What follows belongs to an exercise in optimizing a design on an open flow for small area; a production flow would make more cautious choices. At most, simulation tests tie the RTL to the original design; equivalence was not proved. Power is estimated from default activity; no workload was simulated. No driver is modelled on the clock port, so clocking that relies on it looks cheaper here than on a real chip.

## apb_wrapper
module apb_wrapper#(parameter addr_width = 5, data_width = 16)(
    input bit pclk,                   
    input bit preset_n,               
    input logic transfer,  
    input logic [addr_width - 1 : 0] apb_paddr,  
    input logic [data_width - 1 : 0] apb_pwdata,  
    input logic apb_control ,         
    output logic [data_width - 1 : 0] apb_spwdata,   
    output logic [data_width - 1 : 0] apb_prdata  
    );
For scale: about 1900 cells after synthesis, roughly 57 I/O pins, about 20000 sq um of cells after synthesis.
Settings: LEC_CHECK=0, CAP_MARGIN=20, CORE_MARGIN=2, CORE_UTILIZATION=40, CTS_BUF_LIST=sky130_fd_sc_hd__clkbuf_4, SLEW_MARGIN=20; clock period 5.0 ns.
run.sh (not shown) runs the stock make flow with config.mk's settings and CLKGATE_MAP_FILE= SYNTH_SCRIPT=/design/flow/synth_recipe.tcl, a recipe that flattens the netlist after the stock synthesis.
Edit:
--- a/flow/config.mk
+++ b/flow/config.mk
@@ -9,4 +9,3 @@
 export CORE_MARGIN = 2
 export CORE_UTILIZATION = 40
-export CTS_BUF_LIST = sky130_fd_sc_hd__clkbuf_4
 export SLEW_MARGIN = 20
Outcome:
- fmax barely changes
- total power increases by 5.4%
- utilization climbs by 0.22 points
- combinational power hardly moves
- final area is higher by 0.46%
- sequential cell count is unchanged
- sequential power stays flat
- wire length shrinks by 1.3%
- clock skew went down by 0.051 ns
- global-route usage shrinks by 0.62 points
No run of this note included a check of the RTL's function; only the layout flow was run.


Another version of the RTL of apb_wrapper (not shown whole).
For scale: roughly 1200 cells after synthesis, roughly 57 I/O pins, roughly 16000 um^2 of cells after synthesis.
==> flow/config.mk <==
export PLATFORM = sky130hd
export DESIGN_NAME = apb_wrapper
export DESIGN_NICKNAME = apb_wrapper
export VERILOG_FILES = /design/flow/design.v
export SDC_FILE = /design/flow/constraint.sdc
export NUM_CORES = 4
export LEC_CHECK = 0
export CAP_MARGIN = 20
export CORE_MARGIN = 2
export CORE_UTILIZATION = 40
export GPL_TIMING_DRIVEN = 0
export SLEW_MARGIN = 20
export SYNTH_HIERARCHICAL = 1
export SYNTH_MINIMUM_KEEP_SIZE = 0
==> flow/constraint.sdc <==
create_clock -name core_clock -period 5.0 [get_ports {pclk}]
set_input_delay 1.0000 -clock core_clock [delete_from_list [all_inputs] [get_ports {pclk}]]
set_output_delay 1.0000 -clock core_clock [all_outputs]
set_load 0.01 [all_outputs]
standard.sh (not shown) runs the stock make flow with config.mk's settings and CLKGATE_MAP_FILE= SYNTH_SCRIPT=/design/flow/synth_recipe.tcl, a recipe that flattens the netlist after the stock synthesis.
==> flow/flow/run.sh <==
#!/bin/bash
# Layout flow: the standard flow (standard.sh) with these changes, made
# through ORFS's own variables and a wrapper around the synthesis script:
#  - synthesis: the standard flow's synthesis script unchanged, except that ABC maps the
#    logic for area (flow/abc_area.script) instead of ORFS's delay script;
#    registers are mapped before ABC runs, so they are the standard ones,
#  - clock tree synthesis without dummy loads, with clkbuf_8 buffers and
#    smaller sink clusters,
#  - port buffers of the smallest buffer cell.
# make's full output goes to standard.log here; ORFS's per-step logs stay
# under orfs/logs/.
set -euo pipefail
here=$(pwd)
flowdir=$(cd "$(dirname "$0")" && pwd)

orig=$(grep -o 'SYNTH_SCRIPT=[^ ]*' standard.sh | head -1 | cut -d= -f2-)
cat > "$here/area_synth.tcl" <<EOT
# ABC with the area script; drop the delay target and its constraints
proc abc {args} {
  set keep {}
  set skip 0
  foreach a \$args {
    if {\$skip} { set skip 0; continue }
    if {\$a in {-script -D -constr}} { set skip 1; continue }
    lappend keep \$a
  }
  yosys abc -script $flowdir/abc_area.script {*}\$keep
}
source $orig
EOT
sed "s#SYNTH_SCRIPT=[^ ]*#SYNTH_SCRIPT=$here/area_synth.tcl#" standard.sh > area_standard.sh

export CTS_ARGS="-sink_clustering_enable -repair_clock_nets -dont_use_dummy_load -buf_list sky130_fd_sc_hd__clkbuf_16 -sink_clustering_size 32 -sink_clustering_max_diameter 80"
export BUFFER_PORTS_ARGS="-buffer_cell sky130_fd_sc_hd__buf_1"
bash area_standard.sh > standard.log 2>&1
==> flow/flow/abc_area.script <==
strash
dch
amap
Change:
--- a/flow/flow/run.sh
+++ b/flow/flow/run.sh
@@ -31,5 +31,5 @@
 sed "s#SYNTH_SCRIPT=[^ ]*#SYNTH_SCRIPT=$here/area_synth.tcl#" standard.sh > area_standard.sh
 
-export CTS_ARGS="-sink_clustering_enable -repair_clock_nets -dont_use_dummy_load -buf_list sky130_fd_sc_hd__clkbuf_16 -sink_clustering_size 32 -sink_clustering_max_diameter 80"
+export CTS_ARGS="-sink_clustering_enable -repair_clock_nets -dont_use_dummy_load -buf_list sky130_fd_sc_hd__clkbuf_8 -sink_clustering_size 16 -sink_clustering_max_diameter 60"
 export BUFFER_PORTS_ARGS="-buffer_cell sky130_fd_sc_hd__buf_1"
 bash area_standard.sh > standard.log 2>&1
Settings changed: CORE_UTILIZATION 40 to 55.
What happened: Hold slack gets better by 10 ps; global-route usage grows by 9.5 points; total power came out higher by about 0.3%; critical path depth is higher by 1; maximum frequency drops by about 2.4%; clock-buffer cell count is higher by 19; wire length climbs by 2.7%; worst setup slack is worse by 110 ps.


Setup of the reference run:
The RTL this note starts from:
==> flow/design.v <==
`timescale 1ns / 1ps
module apb_master#(parameter addr_width =5 , data_width = 16) (
    input bit pclk,
    input bit preset_n,
    input logic pready,
    input logic transfer,
    input logic [data_width - 1 : 0] prdata,
    input logic [addr_width - 1 : 0] apb_paddr,
    input logic [data_width - 1 : 0] apb_pwdata,
    input logic apb_control,
    output logic [addr_width - 1 : 0] paddr,
    output logic pselx,
    output bit penable,
    output logic pwrite,
    output logic [data_width - 1 : 0] pwdata,
    output logic [data_width / 8 - 1 : 0] pstrb,
    output logic [data_width - 1 : 0] apb_prdata
);
logic sel_q, en_q;
logic [data_width - 1 : 0] temp_apb_prdata;
always_ff @(posedge pclk, negedge preset_n) begin
    if (!preset_n) begin
        sel_q <= 1'b0;
        en_q  <= 1'b0;
    end else if (en_q) begin
        sel_q <= !pready;
        en_q  <= !pready;
    end else if (sel_q) begin
        sel_q <= transfer;
        en_q  <= transfer;
    end else begin
        sel_q <= transfer;
        en_q  <= 1'b0;
    end
end
assign pselx   = sel_q;
assign penable = en_q;
assign paddr   = sel_q ? apb_paddr : '0;
assign pwdata  = (sel_q && apb_control) ? apb_pwdata : '0;
assign pwrite  = apb_control;
assign pstrb   = (pwrite && pselx && penable) ? '1 : '0;
always_ff @(posedge pclk, negedge preset_n) begin
    if (!preset_n)
        temp_apb_prdata <= '0;
    else if (pready && !apb_control)
        temp_apb_prdata <= prdata;
end
assign apb_prdata = temp_apb_prdata;
endmodule
`timescale 1ns / 1ps
module apb_slave#(
    parameter addr_width = 5,
    parameter data_width = 16
)(
    input  logic pclk,
    input  logic preset_n,
    input  logic pselx,
    input  logic penable,
    input  logic pwrite,
    input  logic [addr_width - 1 : 0] paddr,
    input  logic [data_width - 1 : 0] pwdata,
    output logic [data_width - 1 : 0] apb_spwdata,
    output logic [data_width - 1 : 0] prdata,
    output logic pready
);
    localparam int N = 2**addr_width;
    localparam int H = N / 2;
    localparam logic [1:0] IDLE = 2'b00, SETUP = 2'b01, ACCESS = 2'b10;
    logic [1:0] present_state, next_state;
    always_ff @(posedge pclk or negedge preset_n) begin
        if (!preset_n)
            present_state <= IDLE;
        else
            present_state <= next_state;
    end
    always_comb begin
        case (present_state)
            IDLE:    next_state = (pselx && !penable) ? SETUP : IDLE;
            SETUP:   next_state = (pselx && penable) ? ACCESS : IDLE;
            ACCESS:  next_state = !pselx ? IDLE : SETUP;
            default: next_state = IDLE;
        endcase
    end
    always_ff @(posedge pclk or negedge preset_n) begin
        if (!preset_n)
            pready <= 1'b0;
        else
            pready <= (present_state == ACCESS);
    end
    logic [data_width-1:0] ring [0:N-1];
    logic [addr_width-1:0] cnt;
    logic                  wr_hold, rd_hold;
    logic [addr_width-1:0] hold_addr;
    wire                   wr   = pready && pwrite;
    wire                   rd   = pready && !pwrite;
    wire [addr_width-1:0]  base = (wr_hold || rd_hold) ? hold_addr : paddr;
    wire [addr_width-1:0]  pos  = base + cnt;
    wire                   load = wr_hold || (wr && !pos[0]);
    wire                   rload = rd_hold || (rd && !pos[0]);
    wire [data_width-1:0]  wbus = wr_hold ? apb_spwdata : pwdata;
    always_ff @(posedge pclk) begin
        cnt       <= cnt + 1'b1;
        wr_hold   <= wr && pos[0];
        rd_hold   <= rd && pos[0];
        hold_addr <= paddr;
    end
    logic [H-1:0] psel, wsel, wseln, rseln;
    always_comb
        for (int k = 0; k < H; k++) begin
            psel[k]  = (pos[addr_width-1:1] == k[addr_width-2:0]);
            wsel[k]  = load && psel[k];
            wseln[k] = !wsel[k];
            rseln[k] = !psel[k];
        end
    for (genvar p = 0; p < N; p++) begin : g_ring
        if (p % 2 == 1) begin : g_load
            wire [data_width-1:0] a = (p % 4 == 1) ? wbus : ~wbus;
            for (genvar i = 0; i < data_width; i++) begin : g_bit
                wire d;
                apb_imux u_mux (.s(wsel[p/2]), .sn(wseln[p/2]), .a(a[i]), .b(ring[p-1][i]), .y(d));
                always_ff @(posedge pclk)
                    ring[p][i] <= d;
            end
        end else begin : g_shift
            always_ff @(posedge pclk)
                ring[p] <= ring[(p + N - 1) % N];
        end
    end
    always_ff @(posedge pclk) begin
        if (wr)
            apb_spwdata <= pwdata;
    end
    localparam logic [H-1:0] INV = 16'hAAAA;
    logic [data_width-1:0] rdata;
    for (genvar i = 0; i < data_width; i++) begin : g_rd
        logic [H-1:0] col;
        for (genvar k = 0; k < H; k++) begin : g_col
            assign col[k] = ring[2*k][i];
        end
        apb_rmux #(.N(H), .INV(INV)) u_rmux (.s(psel), .sn(rseln), .d(col), .y(rdata[i]));
    end
    always_ff @(posedge pclk) begin
        if (rload)
            prdata <= rdata;
    end
endmodule
module apb_imux (
    input  logic s,
    input  logic sn,
    input  logic a,
    input  logic b,
    output logic y
);
    assign y = ~((sn | a) & (s | b));
endmodule
module apb_rmux #(parameter N = 16, parameter logic [N-1:0] INV = '0) (
    input  logic [N-1:0] s,
    input  logic [N-1:0] sn,
    input  logic [N-1:0] d,
    output logic         y
);
    always_comb begin
        y = 1'b0;
        for (int k = 0; k < N; k++)
            if (INV[k])
                y = y | !(sn[k] | d[k]);
            else
                y = y | (s[k] & d[k]);
    end
endmodule
`timescale 1ns / 1ps
module apb_wrapper#(parameter addr_width = 5, data_width = 16)(
    input bit pclk,                   
    input bit preset_n,               
    input logic transfer,  
    input logic [addr_width - 1 : 0] apb_paddr,  
    input logic [data_width - 1 : 0] apb_pwdata,  
    input logic apb_control ,         
    output logic [data_width - 1 : 0] apb_spwdata,   
    output logic [data_width - 1 : 0] apb_prdata  
    );
    logic [addr_width-1:0] paddr;
    logic pselx;
    bit penable;
    logic pwrite;
    logic [data_width-1:0] pwdata;
    logic [data_width/8-1:0] pstrb; 
    logic                    pready;
    logic [data_width -1:0]  prdata;
    apb_master #(.addr_width(addr_width), .data_width(data_width)) DUT (
        .pclk(pclk),
        .preset_n(preset_n),
        .pready(pready),
        .transfer(transfer),
        .prdata(prdata),
        .apb_paddr(apb_paddr),
        .apb_pwdata(apb_pwdata),
        .apb_control(apb_control),
        .paddr(paddr),
        .pselx(pselx),
        .penable(penable),
        .pwrite(pwrite),
        .pwdata(pwdata),
        .pstrb(pstrb),
        .apb_prdata(apb_prdata)
    );
     apb_slave #(
        .addr_width(addr_width),
        .data_width(data_width)
    ) dut (
        .pclk       (pclk),
        .preset_n   (preset_n),
        .pselx      (pselx),
        .penable    (penable),
        .pwrite     (pwrite),
        .paddr      (paddr),
        .pwdata     (pwdata),
        .apb_spwdata(apb_spwdata),
        .prdata     (prdata),
        .pready     (pready)
    );
endmodule
==> flow/config.mk <==
export PLATFORM = sky130hd
export DESIGN_NAME = apb_wrapper
export DESIGN_NICKNAME = apb_wrapper
export VERILOG_FILES = /design/flow/design.v
export SDC_FILE = /design/flow/constraint.sdc
export NUM_CORES = 4
export LEC_CHECK = 0
export CAP_MARGIN = 0
export CORE_MARGIN = 2
export CORE_UTILIZATION = 40
export GPL_TIMING_DRIVEN = 0
export SLEW_MARGIN = 0
export SYNTH_HIERARCHICAL = 1
export SYNTH_MINIMUM_KEEP_SIZE = 0
==> flow/constraint.sdc <==
create_clock -name core_clock -period 5.0 [get_ports {pclk}]
set_input_delay 1.0000 -clock core_clock [delete_from_list [all_inputs] [get_ports {pclk}]]
set_output_delay 1.0000 -clock core_clock [all_outputs]
set_load 0.01 [all_outputs]
==> flow/flow/run.sh <==
#!/bin/bash
# Layout flow: the standard flow (standard.sh, unchanged synthesis), with
# options changed through ORFS's own variables:
#  - clock tree synthesis without dummy loads, with clkbuf_8 buffers and
#    larger sink clusters,
#  - port buffers of the smallest buffer cell.
# make's full output goes to standard.log here; ORFS's per-step logs stay
# under orfs/logs/.
set -euo pipefail
export CTS_ARGS="-sink_clustering_enable -repair_clock_nets -dont_use_dummy_load -buf_list sky130_fd_sc_hd__clkbuf_8 -sink_clustering_size 16 -sink_clustering_max_diameter 60"
export BUFFER_PORTS_ARGS="-buffer_cell sky130_fd_sc_hd__buf_1"
bash standard.sh > standard.log 2>&1
No stage failed in the reference run, and the final checks on the layout all came back clean.
Modified inputs, the trial run compared to the reference run
- CAP_MARGIN: 0 -> 20
- SLEW_MARGIN: 0 -> 20
Results
The trial run vs the reference run — via count normalized by instance count climbed slightly. As far as internal power is concerned, the trial run and the reference run perform about the same. Per the comparison of the trial run with the reference run, routability congestion estimate from global placement flat; final critical-path setup slack higher; combinational power now larger; design area decreased by 84 um^2 relative to the old numbers. The trial run went all the way through the flow, and no timing, DRC or antenna check failed.
No run of this note included a check of the RTL's function; only the layout flow was run.

## what the ideal ports hide
Ports are ideal in the flow. The routed layouts listed here were re-timed in OpenROAD. Step 1 (the two cells are an assumption about what drives the block):
set clk [get_ports {pclk}]
set_driving_cell -lib_cell sky130_fd_sc_hd__clkbuf_16 $clk
set_driving_cell -lib_cell sky130_fd_sc_hd__buf_2 [delete_from_list [all_inputs] $clk]
Step 2 adds t to the input delays and takes it off the output delays; t is the mean of the earliest and latest rising clock arrival at the registers after step 1. Input paths then give back, and output paths get back, about the clock's delay inside the block. a / b / c = ideal ports / drivers / drivers and shift; a / b = the first two.
run	t, ns	slack for setup (ns)	worst hold slack (ns)	latest minus earliest clock arrival (ns)	cell pins on the clock port's net
the first run of note 1	0.999	0.771 / 0.771 / 0.154	0.323 / 0.323 / 0.323	0.067 / 0.068	1
the second run of note 1	0.663	0.771 / 0.771 / 0.155	0.344 / 0.344 / 0.344	0.020 / 0.020	1
the first run of note 2	0.609	0.589 / 0.589 / 0.589	0.297 / 0.297 / 0.297	0.040 / 0.040	1
the second run of note 2	0.613	0.481 / 0.481 / 0.481	0.307 / 0.307 / 0.307	0.033 / 0.033	1
the reference run	0.619	0.192 / 0.192 / -0.034	0.273 / 0.273 / 0.273	0.061 / 0.061	1
the trial run	0.616	0.449 / 0.449 / 0.214	0.291 / 0.291 / 0.291	0.060 / 0.060	1
With both steps, setup timing fails in the reference run, where it was met with ideal ports. For the first run of note 1, which loses most, drivers alone change the setup slack by 0.000 ns; drivers and shift together by -0.617 ns.
